Context: an optimization exercise on an open-source flow, tuned for small area. The choices shown serve that exercise and are no tape-out recipe.
Function was checked by simulation only, so behaviour that the tests miss may differ from the original.
Power figures rest on the tool's default switching activity, not on a simulated workload.

**flow/run.sh**
```bash
#!/bin/bash
# synth_recipe.tcl (not shown) runs the flow's synth.tcl, then flattens the netlist and writes it again
# the make line also repeats each setting of config.mk as NAME=value (left out here)
make -C /OpenROAD-flow-scripts/flow DESIGN_CONFIG=/design/flow/config.mk WORK_HOME=/design/flow/orfs CLKGATE_MAP_FILE= SYNTH_SCRIPT=/design/flow/synth_recipe.tcl finish
```
**flow/config.mk**
```make
export PLATFORM = sky130hd
export DESIGN_NAME = sfi5_rx_if_v6_16bit
export DESIGN_NICKNAME = sfi5_rx_if_v6_16bit
export VERILOG_FILES = /design/flow/design.v
export SDC_FILE = /design/flow/constraint.sdc
export NUM_CORES = 4
export LEC_CHECK = 0
export CAP_MARGIN = 20
export CORE_MARGIN = 2
export CORE_UTILIZATION = 40
export SLEW_MARGIN = 20
```
**flow/constraint.sdc**
```tcl
create_clock -name core_clock -period 5.0 [get_ports {i_CLK}]
set_input_delay 1.0000 -clock core_clock [delete_from_list [all_inputs] [get_ports {i_CLK}]]
set_output_delay 1.0000 -clock core_clock [all_outputs]
set_load 0.01 [all_outputs]
```
**flow/design.v**
```verilog
`timescale  1 ns / 10 ps
module counter_64
(
	clk, 
	rst,
	init_value,
	ceiling_value, 
	count, 
	ud, 
	counter_value
);
input		clk, rst, count, ud;
input	[5:0]	init_value;
input	[5:0]	ceiling_value;
output	[5:0]	counter_value;
wire	[5:0]	counter_value_preserver;
reg	[5:0]	counter_value;
always@(posedge clk)
begin
	if(rst == 1'b1 || counter_value > ceiling_value)
		counter_value <= init_value;
	else begin
	case({count,ud})
		2'b00: counter_value <= counter_value_preserver;
		2'b01: counter_value <= init_value;
		2'b10: counter_value <= counter_value_preserver - 1;
		2'b11: counter_value <= counter_value_preserver + 1;
		default: counter_value <= init_value;
	endcase
	end
end
assign counter_value_preserver = counter_value;
endmodule
`timescale  1 ns / 10 ps
module counter_128
(
	clk, 
	rst, 
	count, 
	ud, 
	counter_value
);
input		clk, rst, count, ud;
output	[6:0]	counter_value;
wire	[6:0]	counter_value_preserver;
reg	[6:0]	counter_value;
always@(posedge clk)
begin
	if(rst == 1'b1)
		counter_value <= 7'h00;
	else begin
	case({count,ud})
		2'b00: counter_value <= counter_value_preserver;
		2'b01: counter_value <= 7'h00;
		2'b10: counter_value <= counter_value_preserver - 1;
		2'b11: counter_value <= counter_value_preserver + 1;
		default: counter_value <= 7'h00;
	endcase
	end
end
assign counter_value_preserver = counter_value;
endmodule
`timescale  1 ns / 10 ps
module counter_16bit
(
	clk, 
	rst, 
	count, 
	ud, 
	counter_value
);
input		clk, rst, count, ud;
output	[15:0]	counter_value;
wire	[15:0]	counter_value_preserver;
reg	[15:0]	counter_value;
always@(posedge clk)
begin
	if(rst == 1'b1)
		counter_value <= 16'h0000;
	else begin
	case({count,ud})
		2'b00: counter_value <= counter_value_preserver;
		2'b01: counter_value <= 16'h0000;
		2'b10: counter_value <= counter_value_preserver - 1;
		2'b11: counter_value <= counter_value_preserver + 1;
		default: counter_value <= 16'h0000;
	endcase
	end
end
assign counter_value_preserver = counter_value;
endmodule
`timescale  1 ns / 10 ps
module sfi5_rx_barrel_shifter_16bit
(
	i_CLK,
	i_SYNC_RST,
	iv_SHIFT_VALUE,
	iv_DATA,
	ov_DATA
);
input			i_CLK;		 
input			i_SYNC_RST;	 
input	[5:0]		iv_SHIFT_VALUE;	 
input	[15:0]		iv_DATA;	 
output	[15:0]		ov_DATA;	 
reg	[15:0]		ov_DATA;
reg	[78:0]		latched_data;	 
wire	[46:0]		data_mux_1;          
wire	[30:0]		data_mux_2;          
reg	[22:0]		data_mux_3;           
wire	[18:0]		data_mux_4;          
wire	[16:0]		data_mux_5;          
reg	[5:0]		shift_value_rt1;
always @ (posedge i_CLK) begin
	if (i_SYNC_RST) begin
		latched_data    <= 79'd0;
		ov_DATA         <= 16'd0;
	end
	else begin
		shift_value_rt1 <= iv_SHIFT_VALUE;					 
		latched_data <= {iv_DATA,latched_data[78:16]};				 
		data_mux_3 <= (~iv_SHIFT_VALUE[3]) ? data_mux_2[30:8] : data_mux_2[22:0]; 
		ov_DATA <= (~shift_value_rt1[0]) ? data_mux_5[16:1] : data_mux_5[15:0];	 
   	end
end
assign data_mux_1 = (~iv_SHIFT_VALUE[5]) ? latched_data[78:32] : latched_data[46:0];	 
assign data_mux_2 = (~iv_SHIFT_VALUE[4]) ? data_mux_1[46:16] : data_mux_1[30:0];	 
assign data_mux_4 = (~shift_value_rt1[2]) ? data_mux_3[22:4] : data_mux_3[18:0];	 
assign data_mux_5 = (~shift_value_rt1[1]) ? data_mux_4[18:2] : data_mux_4[16:0];	 
endmodule
`timescale 1ns / 1ps
module sfi5_rx_frame_sync
(
	i_CLK,
	i_RST,
	i_FRAMES2LOCK,
	i_FRAMES2UNLOCK,
	i_CLEAR_FRAME_ERRORS,
	iv_DESKEW_CHANNEL,
	ov_DESKEW_CHANNEL,
	o_RXLOF,
	o_RXLOF_HISTORY,
	ov_FRAME_ERRORS,
	ov_FRAMES_RECEIVED,
	o_FRAME_START,
	ov_RXFRAME_SHIFT
);
input		i_CLK;			 
input		i_RST;			 
input	[6:0]	i_FRAMES2LOCK;		 
input	[6:0]	i_FRAMES2UNLOCK;	 
input		i_CLEAR_FRAME_ERRORS;	 
input	[15:0]	iv_DESKEW_CHANNEL;	 
output	[15:0]	ov_DESKEW_CHANNEL;	 
output		o_RXLOF;		 
output		o_RXLOF_HISTORY;	 
output	[15:0]	ov_FRAME_ERRORS;	 
output	[15:0]	ov_FRAMES_RECEIVED;	 
output		o_FRAME_START;		 
output	[5:0]	ov_RXFRAME_SHIFT;	 
reg		o_RXLOF_HISTORY;
reg	[3:0]	CURRENT_STATE;
reg	[3:0]	NEXT_STATE;
reg		count_bitslip;
reg		ud_bitslip;
reg		count_timer;
reg		count_frames2lock;
reg		ud_frames2lock;
reg		count_frames2unlock;
reg		ud_frames2unlock;
reg		count_frames_received;
reg		ud_frames_received;
wire	[5:0]	shift_value;
wire	[6:0]	count_value;
wire	[6:0]	frames2lock;
wire	[15:0]	frames2unlock;
parameter	RESET		= 4'h0;
parameter	FRAME_FIND1	= 4'h1;
parameter	FRAME_FIND2	= 4'h2;
parameter	BITSLIP		= 4'h3;
parameter	WAIT_FRAME_LOCK1= 4'h4;
parameter	WAIT_FRAME_LOCK2= 4'h5;
parameter	FRAME_LOCK1	= 4'h6;
parameter	FRAME_LOCK2	= 4'h7;
parameter	FRAME1_MISMATCH	= 4'h8;
parameter	FRAME2_MISMATCH	= 4'h9;
assign		o_RXLOF		= ~(CURRENT_STATE == 4'h6 || CURRENT_STATE == 4'h7 || CURRENT_STATE == 4'h8 || CURRENT_STATE == 4'h9);
assign		ov_FRAME_ERRORS	= frames2unlock;
assign		o_FRAME_START	= (CURRENT_STATE == FRAME_LOCK2);
assign		ov_RXFRAME_SHIFT = shift_value;
always @(posedge i_CLK) begin
	if (i_CLEAR_FRAME_ERRORS)
		o_RXLOF_HISTORY <= 1'b0;
	else if (o_RXLOF)
		o_RXLOF_HISTORY <= 1'b1;
	else
		o_RXLOF_HISTORY <= o_RXLOF_HISTORY;
end
sfi5_rx_barrel_shifter_16bit sfi5_rx_barrel_shifter_16bit_dsc
(
	.i_CLK(i_CLK),
	.i_SYNC_RST(i_RST),
	.iv_SHIFT_VALUE(shift_value),
	.iv_DATA(iv_DESKEW_CHANNEL),
	.ov_DATA(ov_DESKEW_CHANNEL)
);
counter_64 counter_64_0
(
	.clk(i_CLK), 
	.rst(i_RST),
	.init_value(6'd24),
	.ceiling_value(6'd39), 
	.count(count_bitslip), 
	.ud(ud_bitslip), 
	.counter_value(shift_value)
);
counter_128 counter_128_0
(
	.clk(i_CLK), 
	.rst(i_RST), 
	.count(count_timer), 
	.ud(1'b1), 
	.counter_value(count_value)
);
counter_128 counter_128_1
(
	.clk(i_CLK), 
	.rst(i_RST), 
	.count(count_frames2lock), 
	.ud(ud_frames2lock), 
	.counter_value(frames2lock)
);
counter_16bit counter_32bit_0
(
	.clk(i_CLK), 
	.rst(i_RST || i_CLEAR_FRAME_ERRORS), 
	.count(count_frames2unlock), 
	.ud(ud_frames2unlock), 
	.counter_value(frames2unlock)
);
counter_16bit counter_32bit_1
(
	.clk(i_CLK), 
	.rst(i_RST), 
	.count(count_frames_received), 
	.ud(ud_frames_received), 
	.counter_value(ov_FRAMES_RECEIVED)
);
always @ (posedge i_CLK)
begin
	if (i_RST)
		CURRENT_STATE <= RESET;
	else
		CURRENT_STATE <= NEXT_STATE;
end
always @ (CURRENT_STATE or count_value or ov_DESKEW_CHANNEL or frames2lock or frames2unlock or i_FRAMES2LOCK or i_FRAMES2UNLOCK)
begin
	case (CURRENT_STATE)
		RESET:			NEXT_STATE <= FRAME_FIND1;
		FRAME_FIND1:		begin
					if (ov_DESKEW_CHANNEL == 16'hF6F6)
						NEXT_STATE <= FRAME_FIND2;
					else if (count_value < 7'd127)
						NEXT_STATE <= FRAME_FIND1;
					else
						NEXT_STATE <= BITSLIP;
					end
		FRAME_FIND2:		begin
					if (ov_DESKEW_CHANNEL == 16'h2828)
						NEXT_STATE <= WAIT_FRAME_LOCK1;
					else
						NEXT_STATE <= FRAME_FIND1;
					end
		BITSLIP:		NEXT_STATE <= FRAME_FIND1;
		WAIT_FRAME_LOCK1:	begin					
					if (count_value == 7'd66)
						begin
						if (ov_DESKEW_CHANNEL == 16'hF6F6)
							NEXT_STATE <= WAIT_FRAME_LOCK2;
						else
							NEXT_STATE <= FRAME_FIND1;
						end
					else
						NEXT_STATE <= WAIT_FRAME_LOCK1;
					end	
		WAIT_FRAME_LOCK2:	begin
					if (ov_DESKEW_CHANNEL == 16'h2828) 
						begin
						if (frames2lock == i_FRAMES2LOCK)
							NEXT_STATE <= FRAME_LOCK1;
						else
							NEXT_STATE <= WAIT_FRAME_LOCK1;
						end
					else	
						NEXT_STATE <= FRAME_FIND1;		
					end
		FRAME_LOCK1:		begin					
					if (count_value == 7'd66)
						begin
						if (ov_DESKEW_CHANNEL == 16'hF6F6)
							NEXT_STATE <= FRAME_LOCK2;
						else
							NEXT_STATE <= FRAME1_MISMATCH;
						end
					else
						NEXT_STATE <= FRAME_LOCK1;
					end
		FRAME_LOCK2:		begin
					if (ov_DESKEW_CHANNEL == 16'h2828) 
						NEXT_STATE <= FRAME_LOCK1;
					else	
						NEXT_STATE <= FRAME2_MISMATCH;		
					end
		FRAME1_MISMATCH:	begin
					if (frames2unlock == i_FRAMES2UNLOCK)
						NEXT_STATE <= FRAME_FIND1;
					else
						NEXT_STATE <= FRAME_LOCK1;
					end
		FRAME2_MISMATCH:	begin
					if (frames2unlock == i_FRAMES2UNLOCK)
						NEXT_STATE <= FRAME_FIND1;
					else
						NEXT_STATE <= FRAME_LOCK1;
					end
		default:		NEXT_STATE <= FRAME_FIND1;
	endcase
end
always @ (CURRENT_STATE)
begin
	case (CURRENT_STATE)
		RESET:			begin
					count_bitslip		<= 1'b0;
					ud_bitslip		<= 1'b1;
					count_timer		<= 1'b0;
					count_frames2lock	<= 1'b0;
					ud_frames2lock		<= 1'b1;
					count_frames2unlock	<= 1'b0;
					ud_frames2unlock	<= 1'b1;
					count_frames_received	<= 1'b0;
					ud_frames_received	<= 1'b1;
					end		
		FRAME_FIND1:		begin
					count_bitslip		<= 1'b0;
					ud_bitslip		<= 1'b0;
					count_timer		<= 1'b1;
					count_frames2lock	<= 1'b0;
					ud_frames2lock		<= 1'b1;
					count_frames2unlock	<= 1'b0;
					ud_frames2unlock	<= 1'b1;
					count_frames_received	<= 1'b0;
					ud_frames_received	<= 1'b1;
					end		
		FRAME_FIND2:		begin
					count_bitslip		<= 1'b0;
					ud_bitslip		<= 1'b0;
					count_timer		<= 1'b0;
					count_frames2lock	<= 1'b0;
					ud_frames2lock		<= 1'b1;
					count_frames2unlock	<= 1'b0;
					ud_frames2unlock	<= 1'b1;
					count_frames_received	<= 1'b0;
					ud_frames_received	<= 1'b1;
					end		
		BITSLIP:		begin
					count_bitslip		<= 1'b1;
					ud_bitslip		<= 1'b1;
					count_timer		<= 1'b0;
					count_frames2lock	<= 1'b0;
					ud_frames2lock		<= 1'b1;
					count_frames2unlock	<= 1'b0;
					ud_frames2unlock	<= 1'b1;
					count_frames_received	<= 1'b0;
					ud_frames_received	<= 1'b1;
					end		
		WAIT_FRAME_LOCK1:	begin
					count_bitslip		<= 1'b0;
					ud_bitslip		<= 1'b0;
					count_timer		<= 1'b1;
					count_frames2lock	<= 1'b0;
					ud_frames2lock		<= 1'b0;
					count_frames2unlock	<= 1'b0;
					ud_frames2unlock	<= 1'b1;
					count_frames_received	<= 1'b0;
					ud_frames_received	<= 1'b1;
					end
		WAIT_FRAME_LOCK2:	begin
					count_bitslip		<= 1'b0;
					ud_bitslip		<= 1'b0;
					count_timer		<= 1'b0;
					count_frames2lock	<= 1'b1;
					ud_frames2lock		<= 1'b1;
					count_frames2unlock	<= 1'b0;
					ud_frames2unlock	<= 1'b1;
					count_frames_received	<= 1'b0;
					ud_frames_received	<= 1'b1;
					end
		FRAME_LOCK1:		begin
					count_bitslip		<= 1'b0;
					ud_bitslip		<= 1'b0;
					count_timer		<= 1'b1;
					count_frames2lock	<= 1'b0;
					ud_frames2lock		<= 1'b0;
					count_frames2unlock	<= 1'b0;
					ud_frames2unlock	<= 1'b0;
					count_frames_received	<= 1'b0;
					ud_frames_received	<= 1'b0;
					end
		FRAME_LOCK2:		begin
					count_bitslip		<= 1'b0;
					ud_bitslip		<= 1'b0;
					count_timer		<= 1'b0;
					count_frames2lock	<= 1'b0;
					ud_frames2lock		<= 1'b0;
					count_frames2unlock	<= 1'b0;
					ud_frames2unlock	<= 1'b0;
					count_frames_received	<= 1'b1;
					ud_frames_received	<= 1'b1;
					end				
		FRAME1_MISMATCH:	begin
					count_bitslip		<= 1'b0;
					ud_bitslip		<= 1'b0;
					count_timer		<= 1'b0;
					count_frames2lock	<= 1'b0;
					ud_frames2lock		<= 1'b0;
					count_frames2unlock	<= 1'b1;
					ud_frames2unlock	<= 1'b1;
					count_frames_received	<= 1'b0;
					ud_frames_received	<= 1'b0;
					end
		FRAME2_MISMATCH:	begin
					count_bitslip		<= 1'b0;
					ud_bitslip		<= 1'b0;
					count_timer		<= 1'b1;
					count_frames2lock	<= 1'b0;
					ud_frames2lock		<= 1'b0;
					count_frames2unlock	<= 1'b1;
					ud_frames2unlock	<= 1'b1;
					count_frames_received	<= 1'b0;
					ud_frames_received	<= 1'b0;
					end
		default:		begin
					count_bitslip		<= 1'b0;
					ud_bitslip		<= 1'b1;
					count_timer		<= 1'b0;
					count_frames2lock	<= 1'b0;
					ud_frames2lock		<= 1'b1;
					count_frames2unlock	<= 1'b0;
					ud_frames2unlock	<= 1'b1;
					count_frames_received	<= 1'b0;
					ud_frames_received	<= 1'b1;
					end		
	endcase
end
endmodule
`timescale 1ns / 1ps
module sfi5_rx_data_sync
(
	i_CLK,
	i_RST,
	iv_DATA,
	iv_DSC,
	i_RXLOF,
	i_FRAME_START,
	iv_CHANNEL_OFFSET,
	iv_MISMATCHES_2_UNLOCK,
	i_CLEAR_MISMATCHES,
	ov_DATA,
	o_RXOOA,
	ov_RXDATA_SHIFT,
	ov_DATA_MISMATCHES
);
input		i_CLK;			 
input		i_RST;			 
input	[15:0]	iv_DATA;		 
input	[15:0]	iv_DSC;			 
input		i_RXLOF;		 
input		i_FRAME_START;		 
input	[4:0]	iv_CHANNEL_OFFSET;	 
input	[6:0]	iv_MISMATCHES_2_UNLOCK;	 
input		i_CLEAR_MISMATCHES;	 
output	[15:0]	ov_DATA;		 
output		o_RXOOA;		 
output	[5:0]	ov_RXDATA_SHIFT;	 
output	[15:0]	ov_DATA_MISMATCHES;	 
reg		rxooa;
reg		rxooa_enable;
reg	[3:0]	CURRENT_STATE;
reg	[3:0]	NEXT_STATE;
reg		count_data_position;
reg		count_consec_mismatch;
reg		ud_consec_mismatch;
reg		count_mismatch;
reg		ud_mismatch;
reg		count_shift_data;
reg		ud_shift_data;
wire	[6:0]	consecutive_mismatches;
wire	[6:0]	data_position;
wire	[5:0]	shift_data;
wire	[6:0]	channel_offset;
parameter	WAIT_FRAME_SYNC		= 4'h0;
parameter	WAIT_FRAME_START	= 4'h1;
parameter	WAIT_DATA_POSITION	= 4'h2;
parameter	DATA_MATCH_0		= 4'h3;
parameter	DATA_MATCH_1		= 4'h4;
parameter	DATA_MATCH_2		= 4'h5;
parameter	DATA_MATCH_3		= 4'h6;
parameter	COMPARE_ERROR		= 4'h7;
parameter	DATA_SHIFT		= 4'h8;
assign		channel_offset		= iv_CHANNEL_OFFSET*4 + 2;
assign		ov_RXDATA_SHIFT		= shift_data;
sfi5_rx_barrel_shifter_16bit sfi5_rx_barrel_shifter_16bit_0
(
	.i_CLK(i_CLK),
	.i_SYNC_RST(i_RST),
	.iv_SHIFT_VALUE(shift_data),
	.iv_DATA(iv_DATA),
	.ov_DATA(ov_DATA)
);
counter_64 counter_64_0
(
	.clk(i_CLK), 
	.rst(i_RST),
	.init_value(6'd0),
	.ceiling_value(6'd63), 
	.count(count_shift_data), 
	.ud(ud_shift_data), 
	.counter_value(shift_data)
);
counter_128 counter_128_0
(
	.clk(i_CLK), 
	.rst(i_RST), 
	.count(count_data_position), 
	.ud(1'b1), 
	.counter_value(data_position)
);
counter_128 counter_128_1
(
	.clk(i_CLK), 
	.rst(i_RST), 
	.count(count_consec_mismatch), 
	.ud(ud_consec_mismatch), 
	.counter_value(consecutive_mismatches)
);
counter_16bit counter_32bit_0
(
	.clk(i_CLK), 
	.rst(i_RST || i_CLEAR_MISMATCHES), 
	.count(count_mismatch), 
	.ud(ud_mismatch), 
	.counter_value(ov_DATA_MISMATCHES)
);
reg		o_RXOOA;
always @ (posedge i_CLK)
begin
	if (rxooa_enable)
		o_RXOOA <= rxooa;
end
always @ (posedge i_CLK)
begin
	if (i_RST || i_RXLOF)
		CURRENT_STATE <= WAIT_FRAME_SYNC;
	else
		CURRENT_STATE <= NEXT_STATE;
end
always @ (CURRENT_STATE or i_FRAME_START or channel_offset or data_position or iv_DSC or ov_DATA or consecutive_mismatches or iv_MISMATCHES_2_UNLOCK)
begin
	case (CURRENT_STATE)
		WAIT_FRAME_SYNC:	NEXT_STATE <= WAIT_FRAME_START;
		WAIT_FRAME_START:	begin
					if (i_FRAME_START)
						NEXT_STATE <= WAIT_DATA_POSITION;
					else
						NEXT_STATE <= WAIT_FRAME_START;
					end
		WAIT_DATA_POSITION:	begin
					if (data_position == channel_offset)
						begin
						if (ov_DATA == iv_DSC)
							NEXT_STATE <= DATA_MATCH_0;
						else
							NEXT_STATE <= COMPARE_ERROR;
						end
					else
						NEXT_STATE <= WAIT_DATA_POSITION;
					end
		DATA_MATCH_0:		begin
					if (ov_DATA == iv_DSC)
						NEXT_STATE <= DATA_MATCH_1;
					else
						NEXT_STATE <= COMPARE_ERROR;
					end
		DATA_MATCH_1:		begin
					if (ov_DATA == iv_DSC)
						NEXT_STATE <= DATA_MATCH_2;
					else
						NEXT_STATE <= COMPARE_ERROR;
					end
		DATA_MATCH_2:		begin
					if (ov_DATA == iv_DSC)
						NEXT_STATE <= DATA_MATCH_3;
					else
						NEXT_STATE <= COMPARE_ERROR;
					end
		DATA_MATCH_3:		NEXT_STATE <= WAIT_FRAME_START;
		COMPARE_ERROR:		begin
					if (consecutive_mismatches >= iv_MISMATCHES_2_UNLOCK)
						NEXT_STATE <= DATA_SHIFT;
					else
						NEXT_STATE <= WAIT_FRAME_START;
					end
		DATA_SHIFT:		NEXT_STATE <= WAIT_FRAME_SYNC;
		default:		NEXT_STATE <= WAIT_FRAME_SYNC;
	endcase
end
always @ (CURRENT_STATE)
begin
	case (CURRENT_STATE)
		WAIT_FRAME_SYNC:	begin
					count_data_position	<= 1'b0;
					count_shift_data	<= 1'b0;
					ud_shift_data		<= 1'b0;
					count_consec_mismatch	<= 1'b0;
					ud_consec_mismatch	<= 1'b1;
					count_mismatch		<= 1'b0;
					ud_mismatch		<= 1'b1;
					rxooa			<= 1'b1;
					rxooa_enable		<= 1'b1;
					end
		WAIT_FRAME_START:	begin
					count_data_position	<= 1'b0;
					count_shift_data	<= 1'b0;
					ud_shift_data		<= 1'b0;
					count_consec_mismatch	<= 1'b0;
					ud_consec_mismatch	<= 1'b0;
					count_mismatch		<= 1'b0;
					ud_mismatch		<= 1'b0;
					rxooa			<= 1'b0;
					rxooa_enable		<= 1'b0;
					end
		WAIT_DATA_POSITION:	begin
					count_data_position	<= 1'b1;
					count_shift_data	<= 1'b0;
					ud_shift_data		<= 1'b0;
					count_consec_mismatch	<= 1'b0;
					ud_consec_mismatch	<= 1'b0;
					count_mismatch		<= 1'b0;
					ud_mismatch		<= 1'b0;
					rxooa			<= 1'b0;
					rxooa_enable		<= 1'b0;
					end
		DATA_MATCH_0:		begin
					count_data_position	<= 1'b0;
					count_shift_data	<= 1'b0;
					ud_shift_data		<= 1'b0;
					count_consec_mismatch	<= 1'b0;
					ud_consec_mismatch	<= 1'b0;
					count_mismatch		<= 1'b0;
					ud_mismatch		<= 1'b0;
					rxooa			<= 1'b0;
					rxooa_enable		<= 1'b0;
					end
		DATA_MATCH_1:		begin
					count_data_position	<= 1'b0;
					count_shift_data	<= 1'b0;
					ud_shift_data		<= 1'b0;
					count_consec_mismatch	<= 1'b0;
					ud_consec_mismatch	<= 1'b0;
					count_mismatch		<= 1'b0;
					ud_mismatch		<= 1'b0;
					rxooa			<= 1'b0;
					rxooa_enable		<= 1'b0;
					end
		DATA_MATCH_2:		begin
					count_data_position	<= 1'b0;
					count_shift_data	<= 1'b0;
					ud_shift_data		<= 1'b0;
					count_consec_mismatch	<= 1'b0;
					ud_consec_mismatch	<= 1'b0;
					count_mismatch		<= 1'b0;
					ud_mismatch		<= 1'b0;
					rxooa			<= 1'b0;
					rxooa_enable		<= 1'b0;
					end
		DATA_MATCH_3:		begin
					count_data_position	<= 1'b0;
					count_shift_data	<= 1'b0;
					ud_shift_data		<= 1'b0;
					count_consec_mismatch	<= 1'b0;
					ud_consec_mismatch	<= 1'b1;
					count_mismatch		<= 1'b0;
					ud_mismatch		<= 1'b0;
					rxooa			<= 1'b0;
					rxooa_enable		<= 1'b1;
					end
		COMPARE_ERROR:		begin
					count_data_position	<= 1'b0;
					count_shift_data	<= 1'b0;
					ud_shift_data		<= 1'b0;
					count_consec_mismatch	<= 1'b1;
					ud_consec_mismatch	<= 1'b1;
					count_mismatch		<= 1'b1;
					ud_mismatch		<= 1'b1;
					rxooa			<= 1'b0;
					rxooa_enable		<= 1'b0;
					end
		DATA_SHIFT:		begin
					count_data_position	<= 1'b0;
					count_shift_data	<= 1'b1;
					ud_shift_data		<= 1'b1;
					count_consec_mismatch	<= 1'b0;
					ud_consec_mismatch	<= 1'b1;
					count_mismatch		<= 1'b0;
					ud_mismatch		<= 1'b0;
					rxooa			<= 1'b1;
					rxooa_enable		<= 1'b1;
					end
		default:		begin
					count_data_position	<= 1'b0;
					count_shift_data	<= 1'b0;
					ud_shift_data		<= 1'b0;
					count_consec_mismatch	<= 1'b0;
					ud_consec_mismatch	<= 1'b1;
					count_mismatch		<= 1'b0;
					ud_mismatch		<= 1'b1;
					rxooa			<= 1'b1;
					rxooa_enable		<= 1'b1;
					end
	endcase
end    
endmodule
`timescale 1ns / 1ps
module sfi5_rx_if_v6_16bit
(
	i_CLK,
	i_RST,
	iv_RXDATA00,
	iv_RXDATA01,
	iv_RXDATA02,
	iv_RXDATA03,
	iv_RXDATA04,
	iv_RXDATA05,
	iv_RXDATA06,
	iv_RXDATA07,
	iv_RXDATA08,
	iv_RXDATA09,
	iv_RXDATA10,
	iv_RXDATA11,
	iv_RXDATA12,
	iv_RXDATA13,
	iv_RXDATA14,
	iv_RXDATA15,
	iv_DESKEW_CHANNEL,
	i_FRAMES2LOCK,
	i_FRAMES2UNLOCK,
	iv_MISMATCHES_2_UNLOCK,
	i_CLEAR_FRAME_ERRORS,
	i_CLEAR_MISMATCHES,
	ov_RXDATA00,
	ov_RXDATA01,
	ov_RXDATA02,
	ov_RXDATA03,
	ov_RXDATA04,
	ov_RXDATA05,
	ov_RXDATA06,
	ov_RXDATA07,
	ov_RXDATA08,
	ov_RXDATA09,
	ov_RXDATA10,
	ov_RXDATA11,
	ov_RXDATA12,
	ov_RXDATA13,
	ov_RXDATA14,
	ov_RXDATA15,
	o_RXLOF,
	o_RXLOF_HISTORY,
	ov_FRAME_ERRORS,
	ov_FRAMES_RECEIVED,
	ov_DATA_MISMATCHES_CH00,
	ov_DATA_MISMATCHES_CH01,
	ov_DATA_MISMATCHES_CH02,
	ov_DATA_MISMATCHES_CH03,
	ov_DATA_MISMATCHES_CH04,
	ov_DATA_MISMATCHES_CH05,
	ov_DATA_MISMATCHES_CH06,
	ov_DATA_MISMATCHES_CH07,
	ov_DATA_MISMATCHES_CH08,
	ov_DATA_MISMATCHES_CH09,
	ov_DATA_MISMATCHES_CH10,
	ov_DATA_MISMATCHES_CH11,
	ov_DATA_MISMATCHES_CH12,
	ov_DATA_MISMATCHES_CH13,
	ov_DATA_MISMATCHES_CH14,
	ov_DATA_MISMATCHES_CH15,
	ov_RXFRAME_SHIFT,
	ov_RXDATA_SHIFT_CH00,
	ov_RXDATA_SHIFT_CH01,
	ov_RXDATA_SHIFT_CH02,
	ov_RXDATA_SHIFT_CH03,
	ov_RXDATA_SHIFT_CH04,
	ov_RXDATA_SHIFT_CH05,
	ov_RXDATA_SHIFT_CH06,
	ov_RXDATA_SHIFT_CH07,
	ov_RXDATA_SHIFT_CH08,
	ov_RXDATA_SHIFT_CH09,
	ov_RXDATA_SHIFT_CH10,
	ov_RXDATA_SHIFT_CH11,
	ov_RXDATA_SHIFT_CH12,
	ov_RXDATA_SHIFT_CH13,
	ov_RXDATA_SHIFT_CH14,
	ov_RXDATA_SHIFT_CH15,
	o_RXOOA
);
input		i_CLK;			 
input		i_RST;			 
input	[15:0]	iv_RXDATA00;		 
input	[15:0]	iv_RXDATA01;		 
input	[15:0]	iv_RXDATA02;		 
input	[15:0]	iv_RXDATA03;		 
input	[15:0]	iv_RXDATA04;		 
input	[15:0]	iv_RXDATA05;		 
input	[15:0]	iv_RXDATA06;		 
input	[15:0]	iv_RXDATA07;		 
input	[15:0]	iv_RXDATA08;		 
input	[15:0]	iv_RXDATA09;		 
input	[15:0]	iv_RXDATA10;		 
input	[15:0]	iv_RXDATA11;		 
input	[15:0]	iv_RXDATA12;		 
input	[15:0]	iv_RXDATA13;		 
input	[15:0]	iv_RXDATA14;		 
input	[15:0]	iv_RXDATA15;		 
input	[15:0]	iv_DESKEW_CHANNEL;	 
input	[6:0]	i_FRAMES2LOCK;		 
input	[6:0]	i_FRAMES2UNLOCK;	 
input	[6:0]	iv_MISMATCHES_2_UNLOCK;	 
input		i_CLEAR_FRAME_ERRORS;	 
input		i_CLEAR_MISMATCHES;	 
output	[15:0]	ov_RXDATA00;		 
output	[15:0]	ov_RXDATA01;		 
output	[15:0]	ov_RXDATA02;		 
output	[15:0]	ov_RXDATA03;		 
output	[15:0]	ov_RXDATA04;		 
output	[15:0]	ov_RXDATA05;		 
output	[15:0]	ov_RXDATA06;		 
output	[15:0]	ov_RXDATA07;		 
output	[15:0]	ov_RXDATA08;		 
output	[15:0]	ov_RXDATA09;		 
output	[15:0]	ov_RXDATA10;		 
output	[15:0]	ov_RXDATA11;		 
output	[15:0]	ov_RXDATA12;		 
output	[15:0]	ov_RXDATA13;		 
output	[15:0]	ov_RXDATA14;		 
output	[15:0]	ov_RXDATA15;		 
output		o_RXLOF;		 
output		o_RXLOF_HISTORY;	 
output	[15:0]	ov_FRAME_ERRORS;	 
output	[15:0]	ov_FRAMES_RECEIVED;	 
output	[15:0]	ov_DATA_MISMATCHES_CH00; 
output	[15:0]	ov_DATA_MISMATCHES_CH01; 
output	[15:0]	ov_DATA_MISMATCHES_CH02; 
output	[15:0]	ov_DATA_MISMATCHES_CH03; 
output	[15:0]	ov_DATA_MISMATCHES_CH04; 
output	[15:0]	ov_DATA_MISMATCHES_CH05; 
output	[15:0]	ov_DATA_MISMATCHES_CH06; 
output	[15:0]	ov_DATA_MISMATCHES_CH07; 
output	[15:0]	ov_DATA_MISMATCHES_CH08; 
output	[15:0]	ov_DATA_MISMATCHES_CH09; 
output	[15:0]	ov_DATA_MISMATCHES_CH10; 
output	[15:0]	ov_DATA_MISMATCHES_CH11; 
output	[15:0]	ov_DATA_MISMATCHES_CH12; 
output	[15:0]	ov_DATA_MISMATCHES_CH13; 
output	[15:0]	ov_DATA_MISMATCHES_CH14; 
output	[15:0]	ov_DATA_MISMATCHES_CH15; 
output	[5:0]	ov_RXFRAME_SHIFT;	 
output	[5:0]	ov_RXDATA_SHIFT_CH00;	 
output	[5:0]	ov_RXDATA_SHIFT_CH01;	 
output	[5:0]	ov_RXDATA_SHIFT_CH02;	 
output	[5:0]	ov_RXDATA_SHIFT_CH03;	 
output	[5:0]	ov_RXDATA_SHIFT_CH04;	 
output	[5:0]	ov_RXDATA_SHIFT_CH05;	 
output	[5:0]	ov_RXDATA_SHIFT_CH06;	 
output	[5:0]	ov_RXDATA_SHIFT_CH07;	 
output	[5:0]	ov_RXDATA_SHIFT_CH08;	 
output	[5:0]	ov_RXDATA_SHIFT_CH09;	 
output	[5:0]	ov_RXDATA_SHIFT_CH10;	 
output	[5:0]	ov_RXDATA_SHIFT_CH11;	 
output	[5:0]	ov_RXDATA_SHIFT_CH12;	 
output	[5:0]	ov_RXDATA_SHIFT_CH13;	 
output	[5:0]	ov_RXDATA_SHIFT_CH14;	 
output	[5:0]	ov_RXDATA_SHIFT_CH15;	 
output	[15:0]	o_RXOOA;		 
wire	[15:0]	aligned_deskew_channel;
wire		rxlof;
wire		frame_start;
wire	[3:0]	CURRENT_STATE_OUTPUT;
assign		o_RXLOF		= rxlof;
sfi5_rx_frame_sync sfi5_rx_frame_sync_0
(
	.i_CLK(i_CLK),
	.i_RST(i_RST),
	.i_FRAMES2LOCK(i_FRAMES2LOCK),
	.i_FRAMES2UNLOCK(i_FRAMES2UNLOCK),
	.i_CLEAR_FRAME_ERRORS(i_CLEAR_FRAME_ERRORS),
	.iv_DESKEW_CHANNEL(iv_DESKEW_CHANNEL),
	.ov_DESKEW_CHANNEL(aligned_deskew_channel),
	.o_RXLOF(rxlof),
	.o_RXLOF_HISTORY(o_RXLOF_HISTORY),
	.ov_FRAME_ERRORS(ov_FRAME_ERRORS),
	.ov_FRAMES_RECEIVED(ov_FRAMES_RECEIVED),
	.o_FRAME_START(frame_start),
	.ov_RXFRAME_SHIFT(ov_RXFRAME_SHIFT)
);
sfi5_rx_data_sync sfi5_rx_data_sync_CH00
(
	.i_CLK(i_CLK),
	.i_RST(i_RST),
	.iv_DATA(iv_RXDATA00),
	.iv_DSC(aligned_deskew_channel),
	.i_RXLOF(rxlof),
	.i_FRAME_START(frame_start),
	.iv_CHANNEL_OFFSET(5'd15),
	.iv_MISMATCHES_2_UNLOCK(iv_MISMATCHES_2_UNLOCK),
	.i_CLEAR_MISMATCHES(i_CLEAR_MISMATCHES),
	.ov_DATA(ov_RXDATA00),
	.o_RXOOA(o_RXOOA[0]),
	.ov_RXDATA_SHIFT(ov_RXDATA_SHIFT_CH00),
	.ov_DATA_MISMATCHES(ov_DATA_MISMATCHES_CH00)
);
sfi5_rx_data_sync sfi5_rx_data_sync_CH01
(
	.i_CLK(i_CLK),
	.i_RST(i_RST),
	.iv_DATA(iv_RXDATA01),
	.iv_DSC(aligned_deskew_channel),
	.i_RXLOF(rxlof),
	.i_FRAME_START(frame_start),
	.iv_CHANNEL_OFFSET(5'd14),
	.iv_MISMATCHES_2_UNLOCK(iv_MISMATCHES_2_UNLOCK),
	.i_CLEAR_MISMATCHES(i_CLEAR_MISMATCHES),
	.ov_DATA(ov_RXDATA01),
	.o_RXOOA(o_RXOOA[1]),
	.ov_RXDATA_SHIFT(ov_RXDATA_SHIFT_CH01),
	.ov_DATA_MISMATCHES(ov_DATA_MISMATCHES_CH01)
);
sfi5_rx_data_sync sfi5_rx_data_sync_CH02
(
	.i_CLK(i_CLK),
	.i_RST(i_RST),
	.iv_DATA(iv_RXDATA02),
	.iv_DSC(aligned_deskew_channel),
	.i_RXLOF(rxlof),
	.i_FRAME_START(frame_start),
	.iv_CHANNEL_OFFSET(5'd13),
	.iv_MISMATCHES_2_UNLOCK(iv_MISMATCHES_2_UNLOCK),
	.i_CLEAR_MISMATCHES(i_CLEAR_MISMATCHES),
	.ov_DATA(ov_RXDATA02),
	.o_RXOOA(o_RXOOA[2]),
	.ov_RXDATA_SHIFT(ov_RXDATA_SHIFT_CH02),
	.ov_DATA_MISMATCHES(ov_DATA_MISMATCHES_CH02)
);
sfi5_rx_data_sync sfi5_rx_data_sync_CH03
(
	.i_CLK(i_CLK),
	.i_RST(i_RST),
	.iv_DATA(iv_RXDATA03),
	.iv_DSC(aligned_deskew_channel),
	.i_RXLOF(rxlof),
	.i_FRAME_START(frame_start),
	.iv_CHANNEL_OFFSET(5'd12),
	.iv_MISMATCHES_2_UNLOCK(iv_MISMATCHES_2_UNLOCK),
	.i_CLEAR_MISMATCHES(i_CLEAR_MISMATCHES),
	.ov_DATA(ov_RXDATA03),
	.o_RXOOA(o_RXOOA[3]),
	.ov_RXDATA_SHIFT(ov_RXDATA_SHIFT_CH03),
	.ov_DATA_MISMATCHES(ov_DATA_MISMATCHES_CH03)
);
sfi5_rx_data_sync sfi5_rx_data_sync_CH04
(
	.i_CLK(i_CLK),
	.i_RST(i_RST),
	.iv_DATA(iv_RXDATA04),
	.iv_DSC(aligned_deskew_channel),
	.i_RXLOF(rxlof),
	.i_FRAME_START(frame_start),
	.iv_CHANNEL_OFFSET(5'd11),
	.iv_MISMATCHES_2_UNLOCK(iv_MISMATCHES_2_UNLOCK),
	.i_CLEAR_MISMATCHES(i_CLEAR_MISMATCHES),
	.ov_DATA(ov_RXDATA04),
	.o_RXOOA(o_RXOOA[4]),
	.ov_RXDATA_SHIFT(ov_RXDATA_SHIFT_CH04),
	.ov_DATA_MISMATCHES(ov_DATA_MISMATCHES_CH04)
);
sfi5_rx_data_sync sfi5_rx_data_sync_CH05
(
	.i_CLK(i_CLK),
	.i_RST(i_RST),
	.iv_DATA(iv_RXDATA05),
	.iv_DSC(aligned_deskew_channel),
	.i_RXLOF(rxlof),
	.i_FRAME_START(frame_start),
	.iv_CHANNEL_OFFSET(5'd10),
	.iv_MISMATCHES_2_UNLOCK(iv_MISMATCHES_2_UNLOCK),
	.i_CLEAR_MISMATCHES(i_CLEAR_MISMATCHES),
	.ov_DATA(ov_RXDATA05),
	.o_RXOOA(o_RXOOA[5]),
	.ov_RXDATA_SHIFT(ov_RXDATA_SHIFT_CH05),
	.ov_DATA_MISMATCHES(ov_DATA_MISMATCHES_CH05)
);
sfi5_rx_data_sync sfi5_rx_data_sync_CH06
(
	.i_CLK(i_CLK),
	.i_RST(i_RST),
	.iv_DATA(iv_RXDATA06),
	.iv_DSC(aligned_deskew_channel),
	.i_RXLOF(rxlof),
	.i_FRAME_START(frame_start),
	.iv_CHANNEL_OFFSET(5'd9),
	.iv_MISMATCHES_2_UNLOCK(iv_MISMATCHES_2_UNLOCK),
	.i_CLEAR_MISMATCHES(i_CLEAR_MISMATCHES),
	.ov_DATA(ov_RXDATA06),
	.o_RXOOA(o_RXOOA[6]),
	.ov_RXDATA_SHIFT(ov_RXDATA_SHIFT_CH06),
	.ov_DATA_MISMATCHES(ov_DATA_MISMATCHES_CH06)
);
sfi5_rx_data_sync sfi5_rx_data_sync_CH07
(
	.i_CLK(i_CLK),
	.i_RST(i_RST),
	.iv_DATA(iv_RXDATA07),
	.iv_DSC(aligned_deskew_channel),
	.i_RXLOF(rxlof),
	.i_FRAME_START(frame_start),
	.iv_CHANNEL_OFFSET(5'd8),
	.iv_MISMATCHES_2_UNLOCK(iv_MISMATCHES_2_UNLOCK),
	.i_CLEAR_MISMATCHES(i_CLEAR_MISMATCHES),
	.ov_DATA(ov_RXDATA07),
	.o_RXOOA(o_RXOOA[7]),
	.ov_RXDATA_SHIFT(ov_RXDATA_SHIFT_CH07),
	.ov_DATA_MISMATCHES(ov_DATA_MISMATCHES_CH07)
);
sfi5_rx_data_sync sfi5_rx_data_sync_CH08
(
	.i_CLK(i_CLK),
	.i_RST(i_RST),
	.iv_DATA(iv_RXDATA08),
	.iv_DSC(aligned_deskew_channel),
	.i_RXLOF(rxlof),
	.i_FRAME_START(frame_start),
	.iv_CHANNEL_OFFSET(5'd7),
	.iv_MISMATCHES_2_UNLOCK(iv_MISMATCHES_2_UNLOCK),
	.i_CLEAR_MISMATCHES(i_CLEAR_MISMATCHES),
	.ov_DATA(ov_RXDATA08),
	.o_RXOOA(o_RXOOA[8]),
	.ov_RXDATA_SHIFT(ov_RXDATA_SHIFT_CH08),
	.ov_DATA_MISMATCHES(ov_DATA_MISMATCHES_CH08)
);
sfi5_rx_data_sync sfi5_rx_data_sync_CH09
(
	.i_CLK(i_CLK),
	.i_RST(i_RST),
	.iv_DATA(iv_RXDATA09),
	.iv_DSC(aligned_deskew_channel),
	.i_RXLOF(rxlof),
	.i_FRAME_START(frame_start),
	.iv_CHANNEL_OFFSET(5'd6),
	.iv_MISMATCHES_2_UNLOCK(iv_MISMATCHES_2_UNLOCK),
	.i_CLEAR_MISMATCHES(i_CLEAR_MISMATCHES),
	.ov_DATA(ov_RXDATA09),
	.o_RXOOA(o_RXOOA[9]),
	.ov_RXDATA_SHIFT(ov_RXDATA_SHIFT_CH09),
	.ov_DATA_MISMATCHES(ov_DATA_MISMATCHES_CH09)
);
sfi5_rx_data_sync sfi5_rx_data_sync_CH10
(
	.i_CLK(i_CLK),
	.i_RST(i_RST),
	.iv_DATA(iv_RXDATA10),
	.iv_DSC(aligned_deskew_channel),
	.i_RXLOF(rxlof),
	.i_FRAME_START(frame_start),
	.iv_CHANNEL_OFFSET(5'd5),
	.iv_MISMATCHES_2_UNLOCK(iv_MISMATCHES_2_UNLOCK),
	.i_CLEAR_MISMATCHES(i_CLEAR_MISMATCHES),
	.ov_DATA(ov_RXDATA10),
	.o_RXOOA(o_RXOOA[10]),
	.ov_RXDATA_SHIFT(ov_RXDATA_SHIFT_CH10),
	.ov_DATA_MISMATCHES(ov_DATA_MISMATCHES_CH10)
);
sfi5_rx_data_sync sfi5_rx_data_sync_CH11
(
	.i_CLK(i_CLK),
	.i_RST(i_RST),
	.iv_DATA(iv_RXDATA11),
	.iv_DSC(aligned_deskew_channel),
	.i_RXLOF(rxlof),
	.i_FRAME_START(frame_start),
	.iv_CHANNEL_OFFSET(5'd4),
	.iv_MISMATCHES_2_UNLOCK(iv_MISMATCHES_2_UNLOCK),
	.i_CLEAR_MISMATCHES(i_CLEAR_MISMATCHES),
	.ov_DATA(ov_RXDATA11),
	.o_RXOOA(o_RXOOA[11]),
	.ov_RXDATA_SHIFT(ov_RXDATA_SHIFT_CH11),
	.ov_DATA_MISMATCHES(ov_DATA_MISMATCHES_CH11)
);
sfi5_rx_data_sync sfi5_rx_data_sync_CH12
(
	.i_CLK(i_CLK),
	.i_RST(i_RST),
	.iv_DATA(iv_RXDATA12),
	.iv_DSC(aligned_deskew_channel),
	.i_RXLOF(rxlof),
	.i_FRAME_START(frame_start),
	.iv_CHANNEL_OFFSET(5'd3),
	.iv_MISMATCHES_2_UNLOCK(iv_MISMATCHES_2_UNLOCK),
	.i_CLEAR_MISMATCHES(i_CLEAR_MISMATCHES),
	.ov_DATA(ov_RXDATA12),
	.o_RXOOA(o_RXOOA[12]),
	.ov_RXDATA_SHIFT(ov_RXDATA_SHIFT_CH12),
	.ov_DATA_MISMATCHES(ov_DATA_MISMATCHES_CH12)
);
sfi5_rx_data_sync sfi5_rx_data_sync_CH13
(
	.i_CLK(i_CLK),
	.i_RST(i_RST),
	.iv_DATA(iv_RXDATA13),
	.iv_DSC(aligned_deskew_channel),
	.i_RXLOF(rxlof),
	.i_FRAME_START(frame_start),
	.iv_CHANNEL_OFFSET(5'd2),
	.iv_MISMATCHES_2_UNLOCK(iv_MISMATCHES_2_UNLOCK),
	.i_CLEAR_MISMATCHES(i_CLEAR_MISMATCHES),
	.ov_DATA(ov_RXDATA13),
	.o_RXOOA(o_RXOOA[13]),
	.ov_RXDATA_SHIFT(ov_RXDATA_SHIFT_CH13),
	.ov_DATA_MISMATCHES(ov_DATA_MISMATCHES_CH13)
);
sfi5_rx_data_sync sfi5_rx_data_sync_CH14
(
	.i_CLK(i_CLK),
	.i_RST(i_RST),
	.iv_DATA(iv_RXDATA14),
	.iv_DSC(aligned_deskew_channel),
	.i_RXLOF(rxlof),
	.i_FRAME_START(frame_start),
	.iv_CHANNEL_OFFSET(5'd1),
	.iv_MISMATCHES_2_UNLOCK(iv_MISMATCHES_2_UNLOCK),
	.i_CLEAR_MISMATCHES(i_CLEAR_MISMATCHES),
	.ov_DATA(ov_RXDATA14),
	.o_RXOOA(o_RXOOA[14]),
	.ov_RXDATA_SHIFT(ov_RXDATA_SHIFT_CH14),
	.ov_DATA_MISMATCHES(ov_DATA_MISMATCHES_CH14)
);
sfi5_rx_data_sync sfi5_rx_data_sync_CH15
(
	.i_CLK(i_CLK),
	.i_RST(i_RST),
	.iv_DATA(iv_RXDATA15),
	.iv_DSC(aligned_deskew_channel),
	.i_RXLOF(rxlof),
	.i_FRAME_START(frame_start),
	.iv_CHANNEL_OFFSET(5'd0),
	.iv_MISMATCHES_2_UNLOCK(iv_MISMATCHES_2_UNLOCK),
	.i_CLEAR_MISMATCHES(i_CLEAR_MISMATCHES),
	.ov_DATA(ov_RXDATA15),
	.o_RXOOA(o_RXOOA[15]),
	.ov_RXDATA_SHIFT(ov_RXDATA_SHIFT_CH15),
	.ov_DATA_MISMATCHES(ov_DATA_MISMATCHES_CH15)
);
endmodule
```
==> impl_results.md <==
* Num Clock Sinks at 2891
* PD cells at 328 mW/mm²
* HP Start: sfi5_rx_data_sync_CH15.rxooa$_SDFF_PP1_
* Post-synth ARST share at 0
* R2R Setup Slk at 960 ps
* I/O Pins at 961
* Clock root cell: clkbuf_16
* Largest net degree at the start of global routing at 230
* Relative max-transition margin at 0.269
* Delay-heaviest family, CP: compound AO/OA/AOI/OAI gates
* Max Cap Viol at 0
* Dpl hpwl at 265000 µm
* Worst Clk Skew at 64.7 ps
* Status: no timing/DRC/antenna violations
* Sw frac at 0.236
* Total negative setup slack at 0 ps
* Via count at 95500
* Worst-skew pair later-pin latency at 930 ps
* RSZ-0062 raised after global routing: false
* Tot GR Track Use at 0.205
* Fmax at 243 MHz
* Combinational share of power at 0.056
* Critical Path Sink Type: output pin
* Cell Area, Synth at 0.137 mm²
* Startpoint Class: flip-flop
* Crit-path cells: nor2_2, a22oi_1, clkdlybuf4s50_1
* Syn-to-layout area delta at 17.9%
* Final core utilization at 0.473
* Fillers at 31400
* Max Buffers Root-to-Sink at 4
* H-tree depth at 5
* Endpoint, Worst Hold: sfi5_rx_data_sync_CH15.o_RXOOA$_DFFE_PP_
* Die Span Y at 590 µm
* Fin Hold WS at 371 ps
* Die area at 0.348 mm²
* Postcts setup bufs at 0
* Placed inst area at 0.151 mm²
* Cts hold-fix bufs at 0
* Synth Register Bits at 2891
* Power share of the sequential group at 0.475
* Static leakage at 62.2 nW
* Sequential share of the synthesized area at 0.454
* Post_cts resized at 0
* Remaining Overflow, GRT at 0
* DRT Pass-1 Iters at 6
* WL/cell at 20.0 µm
* Depth of the worst hold-timing path at 0
* Post-synth cell types at 96
* Critical path class: reg2out
* Fin nets at 14600
* Final hold violation count at 0
* Reg-to-reg startpoint: sfi5_rx_data_sync_CH11.counter_32bit_0.ud$_DFF_P_
* DRT Wirelength at 371000 µm
* Die width at 590 µm
* Synth area leader: dfxtp_1
* Mapped Nets at 14000
* Fin crit share at 0.823
* Endpoints failing setup at 0
* Ys flop type: dfxtp_1
* Clk slew on worst S/H paths at 60 ps
* Worst path max stage delay at 790 ps
* CTS tree: done
* Num CTS Buffers at 329
* Syn Area/Cell at 10.5 µm²
* Mapped Cells at 13100
* Critical path arrival at 3110 ps
* Drc violations at 0
* Synth top area share at 0.354
* First-pass GRT wire length at 557000 µm
* DRT antenna net count at 0
* Final slew viol count at 0
* Crit path max-delay cell type: a22oi_1
* RePlAce Congestion at 0.855
* Max IR drop VDD at 286 µV
* Clock power share at 0.470
* Time the worst path needs with I/O delays and setup at 4110 ps
* Initial Utilization at 0.401
* Worst-Margin Slew at 1100 ps
* CP bufs+invs at 1
* FF-to-FF path depth at 11
* Initial antenna violation count at 25
* PortBufs at 960
* CP required at 4000 ps
* Sw power at 12.5 mW
* CP max FO at 10
* Vias in the first global route at 90900
* Core box area at 0.342 mm²
* Ys Warns at 6
* Hold Path Class: reg2reg
* Fraction of layout cells with a size suffix above 1 at 0.122
* Int Pwr at 40.6 mW
* Largest cells by area after synthesis: dfxtp_1 35%, edfxtp_1 10%, mux4_2 7.3%
* Post-synth EDFFs at 458
* Num rows at 215
* DR vias/cell at 5.15
* Finished Cell Area at 0.162 mm²
* DR iter-0 viols at 5779
==> per-stage QoR <==
step           instances  setup WS, ps  total power [mW]
5_1_grt            18500           672              55.0
4_1_cts            18500           828              53.8
2_1_floorplan      13100           530              27.1
6_report           18500           887              53.1
3_3_place_gp       17900           741              28.7
3_5_place_dp       17900           753              28.7
==> placed cells by master, fill, tap and decap left out, types with 55 or more instances in the layout <==
cell type	instances
o21a_1	65
nand2b_1	145
mux4_2	445
buf_4	116
clkbuf_1	66
nand2_1	505
inv_1	353
a21o_1	191
edfxtp_1	458
xnor2_1	320
clkbuf_8	56
mux2i_1	756
clkdlybuf4s50_1	959
ha_1	553
o21ai_0	399
a211oi_1	55
nor4_1	72
clkinv_2	59
a21oi_1	731
nor3b_1	203
dfxtp_1	2395
nor3_1	126
nor2_1	1259
mux2_2	456
nand3_1	124
nor2b_1	1425
xor2_1	383
clkbuf_16	346
==> power groups by stage <==
stage	Sequential [mW]	Combinational [mW]	Clock [mW]
after floorplan	25.2	1.93	0
after global placement	25.7	2.96	0
after detailed placement	25.7	2.97	0
after CTS	25.2	2.99	25.6
after global routing	25.3	3.23	26.5
final	25.2	2.96	24.9
==> cells in the mapped netlist, types with 42 or more instances <==
cell type,instances
a211oi_1,55
a21o_1,191
a21oi_1,731
a22oi_1,54
a31oi_1,42
buf_1,133
clkbuf_1,566
dfxtp_1,2433
edfxtp_1,458
fa_1,52
ha_1,553
inv_1,354
mux2_2,456
mux2i_1,756
mux4_2,445
nand2_1,505
nand2b_1,145
nand3_1,124
nand4_1,51
nor2_1,1260
nor2b_1,1425
nor3_1,126
nor3b_1,204
nor4_1,72
o211ai_1,50
o21a_1,65
o21ai_0,399
or3_1,53
xnor2_1,320
xor2_1,383
==> layer usage <==
layer  vias to the layer above  track usage  routed length (µm)
met4                         2       0.0773               14900
met2                      2109        0.311              160000
met5                         -            0                  12
met1                     45800        0.288              174000
li1                      47100            -                   -
met3                       541       0.0408               22200
==> worst register-to-register path, delay by kind of cell, from the launching register on <==
family | cells | cell delay [ps]
multiplexers | 1 | 220
flip-flops | 1 | 910
adder cells (fa/ha/maj) | 1 | 530
AO/OA/AOI/OAI | 7 | 1490
AND/OR/NAND/NOR | 2 | 800
==> kinds of logic after synthesis <==
logic type / share of synthesized area
compound gates: 0.0837
xor+xnor: 0.0449
fa+ha+maj: 0.0579
buf+inv: 0.0331
flops: 0.454
mux: 0.165
simple gates: 0.160
==> how the worst max path moves through the flow <==
| stage | startpoint | endpoint | cells past startpoint |
|---|---|---|---|
| floorplan | i_RST | flip-flop | 6 |
| global placement | iv_MISMATCHES_2_UNLOCK[1] | sfi5_rx_data_sync_CH00.counter_128_1.ud$_SDFF_PP1_ | 11 |
| detailed placement | iv_MISMATCHES_2_UNLOCK[0] | sfi5_rx_data_sync_CH00.counter_128_1.ud$_SDFF_PP1_ | 11 |
| CTS | sfi5_rx_frame_sync_0.CURRENT_STATE[1]$_SDFF_PP0_ | o_RXLOF | 3 |
| global route | sfi5_rx_data_sync_CH05.counter_32bit_0.ud$_DFF_P_ | flip-flop | 10 |
| finish | sfi5_rx_frame_sync_0.CURRENT_STATE[1]$_SDFF_PP0_ | o_RXLOF | 3 |
==> final cells by class <==
class / count / area (µm²) / area share
inverters: 358 / 1350 / 0.00834
multi-input cells: 9033 / 70500 / 0.435
clock buffers: 468 / 9680 / 0.0597
flip-flops and latches: 2891 / 62500 / 0.386
diodes: 11 / 27.5 / 0.000170
repair buffers: 1087 / 10700 / 0.0661
well taps: 4557 / 5700 / 0.0352
clock inverters: 139 / 1580 / 0.00975

-- separate check: timing with driven ports --
No port has a modelled driver above. Below, the same layout with a new extraction and two added sets of constraints. Step 1 (the two cells are an assumption about what drives the block):
set clk [get_ports {i_CLK}]
set_driving_cell -lib_cell sky130_fd_sc_hd__clkbuf_16 $clk
set_driving_cell -lib_cell sky130_fd_sc_hd__buf_2 [delete_from_list [all_inputs] $clk]
Step 2 adds t to the input delays and takes it off the output delays; t is the mean of the earliest and latest rising clock arrival at the registers after step 1. Input paths then give back, and output paths get back, about the clock's delay inside the block. a / b / c = ideal ports / drivers / drivers and shift; a / b = the first two.
t, ns: 1.010
setup slack, ns: 0.887 / 0.780 / 0.672
worst data-port slew with drivers (ns): 0.15
pins driven straight from the clock port: 1
After both steps this run still meets setup and hold. For this run, drivers alone change the setup slack by -0.107 ns; drivers and shift together by -0.215 ns.
